From an optimization exercise on the open Yosys and OpenROAD flow, aimed at small area; shortcuts taken in it are not production practice.
In this exercise RTL edits were held to simulation tests only and were not proved equivalent to the original.
Power figures rest on the tool's default switching activity, not on a simulated workload.

// SD_TOP
module SD_TOP(
    input      rst_n,
    input      clk,
    input      SD_MISO,
    output     SD_CK,
    output     SD_MOSI,
    output     SD_CSn
);
Settings: LEC_CHECK=0, ABC_AREA=1, CAP_MARGIN=20, CORE_MARGIN=2, CORE_UTILIZATION=40, PLACE_DENSITY=0.6, SLEW_MARGIN=20; clock period 10.0 ns.
standard.sh (not shown) runs the stock make flow with config.mk's settings and CLKGATE_MAP_FILE= SYNTH_SCRIPT=/design/flow/synth_recipe.tcl, a recipe that flattens the netlist after the stock synthesis.
==> flow/flow/run.sh <==
#!/bin/bash
# Standard ORFS layout, except that synthesis maps the logic with an
# area-oriented ABC script (flow/abc_area.script) and leaves adders to ABC
# instead of mapping them to half/full-adder cells first. The synthesis
# script itself (synth_recipe.tcl) and every register are unchanged.
set -euo pipefail
W=$PWD
rm -rf "$W/scripts_area"
cp -r "$FLOW_HOME/scripts" "$W/scripts_area"
cp "$W/flow/abc_area.script" "$W/scripts_area/abc_area.script"
bash standard.sh synth SCRIPTS_DIR="$W/scripts_area" ADDER_MAP_FILE= > "$W/synth.log" 2>&1
bash standard.sh > "$W/layout.log" 2>&1
==> flow/flow/abc_area.script <==
strash
dc2
&get -n; &deepsyn -T 150; &put
strash; &get -n; &dch -f; &nf -R 1000; &put
strash; &get -n; &dch -f; &nf -R 1000; &put
topo
dnsize
Next try:
==> flow/flow/run.sh (replaced) <==
#!/bin/bash
# Standard ORFS layout, except:
# - synthesis maps the logic with an area-oriented ABC script
#   (flow/abc_area.script) and leaves adders to ABC instead of mapping them
#   to half/full-adder cells first; the synthesis script itself
#   (synth_recipe.tcl) and every register are unchanged;
# - the port buffers are buf_1 cells;
# - clock tree synthesis uses clkbuf_4 cells and no dummy loads.
set -euo pipefail
W=$PWD
rm -rf "$W/scripts_area"
cp -r "$FLOW_HOME/scripts" "$W/scripts_area"
cp "$W/flow/abc_area.script" "$W/scripts_area/abc_area.script"
bash standard.sh synth SCRIPTS_DIR="$W/scripts_area" ADDER_MAP_FILE= > "$W/synth.log" 2>&1
bash standard.sh finish \
    "BUFFER_PORTS_ARGS=-buffer_cell sky130_fd_sc_hd__buf_1" \
    "CTS_ARGS=-sink_clustering_enable -repair_clock_nets -dont_use_dummy_load -sink_clustering_size 10 -buf_list sky130_fd_sc_hd__clkbuf_4 -root_buf sky130_fd_sc_hd__clkbuf_4" \
    > "$W/layout.log" 2>&1
=> Die area stays the same. Total power shrinks by about a fifth. Combinational power stays flat. Setup slack gains 0.41 ns. Synthesized cell count is unchanged.
Next try:
--- a/flow/flow/run.sh
+++ b/flow/flow/run.sh
@@ -15,4 +15,4 @@
 bash standard.sh finish \
     "BUFFER_PORTS_ARGS=-buffer_cell sky130_fd_sc_hd__buf_1" \
-    "CTS_ARGS=-sink_clustering_enable -repair_clock_nets -dont_use_dummy_load -sink_clustering_size 10 -buf_list sky130_fd_sc_hd__clkbuf_4 -root_buf sky130_fd_sc_hd__clkbuf_4" \
+    "CTS_ARGS=-sink_clustering_enable -repair_clock_nets -dont_use_dummy_load -buf_list sky130_fd_sc_hd__clkbuf_4 -root_buf sky130_fd_sc_hd__clkbuf_4" \
     > "$W/layout.log" 2>&1
CORE_UTILIZATION = 65   (was 40)
PLACE_DENSITY = 0.75   (was 0.6)
- cell count shrinks by 6.4%
- via count shrinks by about 2.2%
- combinational power hardly moves
- power shrinks by 2.5%
Next try:
--- a/flow/flow/run.sh
+++ b/flow/flow/run.sh
@@ -15,4 +15,4 @@
 bash standard.sh finish \
     "BUFFER_PORTS_ARGS=-buffer_cell sky130_fd_sc_hd__buf_1" \
-    "CTS_ARGS=-sink_clustering_enable -repair_clock_nets -dont_use_dummy_load -buf_list sky130_fd_sc_hd__clkbuf_4 -root_buf sky130_fd_sc_hd__clkbuf_4" \
+    "CTS_ARGS=-sink_clustering_enable -repair_clock_nets -dont_use_dummy_load -buf_list sky130_fd_sc_hd__clkbuf_8 -root_buf sky130_fd_sc_hd__clkbuf_4" \
     > "$W/layout.log" 2>&1
CORE_UTILIZATION = 40   (was 65)
PLACE_DENSITY = 0.6   (was 0.75)
Outcome: Worst setup slack loses 0.020 ns. Clock power goes up by 8.5%. Cell area goes up by 1.3%. Core utilization goes down by 27 points.

---

Setup of before:
Another version of the RTL of SD_TOP (not shown whole).
For scale: roughly 320 cells after synthesis, ~6 I/O pins.
==> flow/config.mk <==
export PLATFORM = sky130hd
export DESIGN_NAME = SD_TOP
export DESIGN_NICKNAME = SD_TOP
export VERILOG_FILES = /design/flow/design.v
export SDC_FILE = /design/flow/constraint.sdc
export NUM_CORES = 4
export LEC_CHECK = 0
export ABC_AREA = 1
export CAP_MARGIN = 20
export CORE_MARGIN = 2
export CORE_UTILIZATION = 65
export PLACE_DENSITY = 0.75
export SLEW_MARGIN = 20
==> flow/constraint.sdc <==
create_clock -name core_clock -period 10.0 [get_ports {clk}]
set_input_delay 2.0000 -clock core_clock [delete_from_list [all_inputs] [get_ports {clk}]]
set_output_delay 2.0000 -clock core_clock [all_outputs]
set_load 0.01 [all_outputs]
==> flow/flow/run.sh <==
#!/bin/bash
# Standard ORFS layout, except:
# - synthesis maps the logic with an area-oriented ABC script
#   (flow/abc_area.script, built around ABC's &deepsyn) and leaves adders to
#   ABC instead of mapping them to half/full-adder cells first. The
#   synthesis script itself (synth_recipe.tcl) and every register are
#   unchanged. &deepsyn is a randomised search, so synthesis runs once per
#   seed, in parallel, and the layout continues from the smallest netlist;
# - the port buffers are buf_1 cells;
# - clock tree synthesis uses clkbuf_4 buffers and no dummy loads.
set -euo pipefail
W=$PWD
SEEDS="1 2 3 4 5 6 7 8"
for wave in "1 2 3 4" "5 6 7 8"; do
    for k in $wave; do
        rm -rf "$W/scripts_$k" "$W/orfs_$k"
        cp -r "$FLOW_HOME/scripts" "$W/scripts_$k"
        sed "s/SEED/$k/" "$W/flow/abc_area.script" > "$W/scripts_$k/abc_area.script"
        ( bash standard.sh synth SCRIPTS_DIR="$W/scripts_$k" ADDER_MAP_FILE= \
              WORK_HOME="$W/orfs_$k" > "$W/synth_$k.log" 2>&1 || true ) &
    done
    wait
done
best=""
bestarea=""
for k in $SEEDS; do
    f="$W/orfs_$k/reports/$FLOW_PLATFORM/SD_TOP/base/synth_stat.txt"
    [[ -f "$W/orfs_$k/results/$FLOW_PLATFORM/SD_TOP/base/1_synth.odb" && -f "$f" ]] || continue
    a=$(grep "Chip area" "$f" | awk '{print $NF}')
    echo "seed $k: synthesised area $a" >> "$W/synth_choice.log"
    if [[ -z "$best" ]] || awk -v a="$a" -v b="$bestarea" 'BEGIN{exit !(a < b)}'; then
        best=$k
        bestarea=$a
    fi
done
echo "using seed $best" >> "$W/synth_choice.log"
rm -rf "$W/orfs"
cp -a "$W/orfs_$best" "$W/orfs"
bash standard.sh finish \
    "BUFFER_PORTS_ARGS=-buffer_cell sky130_fd_sc_hd__buf_1" \
    "CTS_ARGS=-sink_clustering_enable -repair_clock_nets -dont_use_dummy_load -root_buf sky130_fd_sc_hd__clkbuf_4 -tree_buf sky130_fd_sc_hd__clkbuf_8 -buf_list sky130_fd_sc_hd__clkbuf_8" \
    > "$W/layout.log" 2>&1
==> flow/flow/abc_area.script <==
strash
dc2
&get -n; &deepsyn -T 300 -S SEED; &put
strash; &get -n; &dch -f; &nf -R 1000; &put
strash; &get -n; &dch -f; &nf -R 1000; &put
topo
dnsize
diff inputs: before => after
diff --git a/flow/flow/run.sh b/flow/flow/run.sh
--- a/flow/flow/run.sh
+++ b/flow/flow/run.sh
@@ -2,5 +2,5 @@
 # Standard ORFS layout, except:
 # - synthesis maps the logic with an area-oriented ABC script
-#   (flow/abc_area.script, built around ABC's &deepsyn) and leaves adders to
+#   (flow/abc_area.script, built around two passes of ABC's &deepsyn) and leaves adders to
 #   ABC instead of mapping them to half/full-adder cells first. The
 #   synthesis script itself (synth_recipe.tcl) and every register are
==> flow/flow/abc_area.script <==
strash
dc2
&get -n; &deepsyn -T 240 -S SEED; &put
strash; &get -n; &dch -f; &nf -R 1000; &put
strash; &get -n; &dch -f; &nf -R 1000; &put
&get -n; &deepsyn -T 120 -S 1SEED; &put
strash; &get -n; &dch -f; &nf -R 1000; &put
topo
dnsize
==> comparison <==
No stage failed in after, and the final checks on the layout all came back clean.
In after, the worst slew margin relative to its limit came out 12 points below the value in before.
Summary — horizontal die dimension, after relative to before: higher, by about 0.6%.
Row mean area per synthesized cell: after lower / before higher
after vs. before: hold slack saw little to no change, wire length saw an increase, synthesized area saw an increase.
Setup slack delta (after − before): favourable

==> re-timing with driven ports <==
How much do the figures lean on ideal ports? The routed layouts below were timed once more, with nothing changed but the port constraints.
Step 1: set_driving_cell puts a clkbuf_16 on clk and a buf_2 on each other input, an assumption about the parent block.
Step 2 moves the port delays by t, midway between the first and last clock arrival at a register: inputs arrive t later, outputs are due t later. That takes back most of the time a late clock gives input paths.
a / b / c = ideal ports / drivers / drivers and shift; a / b = the first two.
run	shift t [ns]	setup WS [ns]	worst hold slack (ns)	latest minus earliest clock arrival (ns)	cell pins on the clock port's net
the first run of note 1	0.321	5.421 / 5.428 / 5.107	0.484 / 0.484 / 0.484	0.009 / 0.009	1
the second run of note 1	0.370	5.828 / 5.838 / 5.467	0.497 / 0.497 / 0.497	0.010 / 0.011	1
the third run of note 1	0.357	5.847 / 5.850 / 5.493	0.498 / 0.498 / 0.498	0.006 / 0.006	1
the fourth run of note 1	0.370	5.828 / 5.838 / 5.467	0.497 / 0.497 / 0.497	0.010 / 0.011	1
before	0.356	5.687 / 5.690 / 5.333	0.502 / 0.502 / 0.502	0.010 / 0.009	1
after	0.371	5.762 / 5.770 / 5.398	0.501 / 0.501 / 0.501	0.035 / 0.035	1
After both steps setup and hold are still met in every run listed. For after, which loses most, drivers alone change the setup slack by +0.008 ns; drivers and shift together by -0.364 ns.
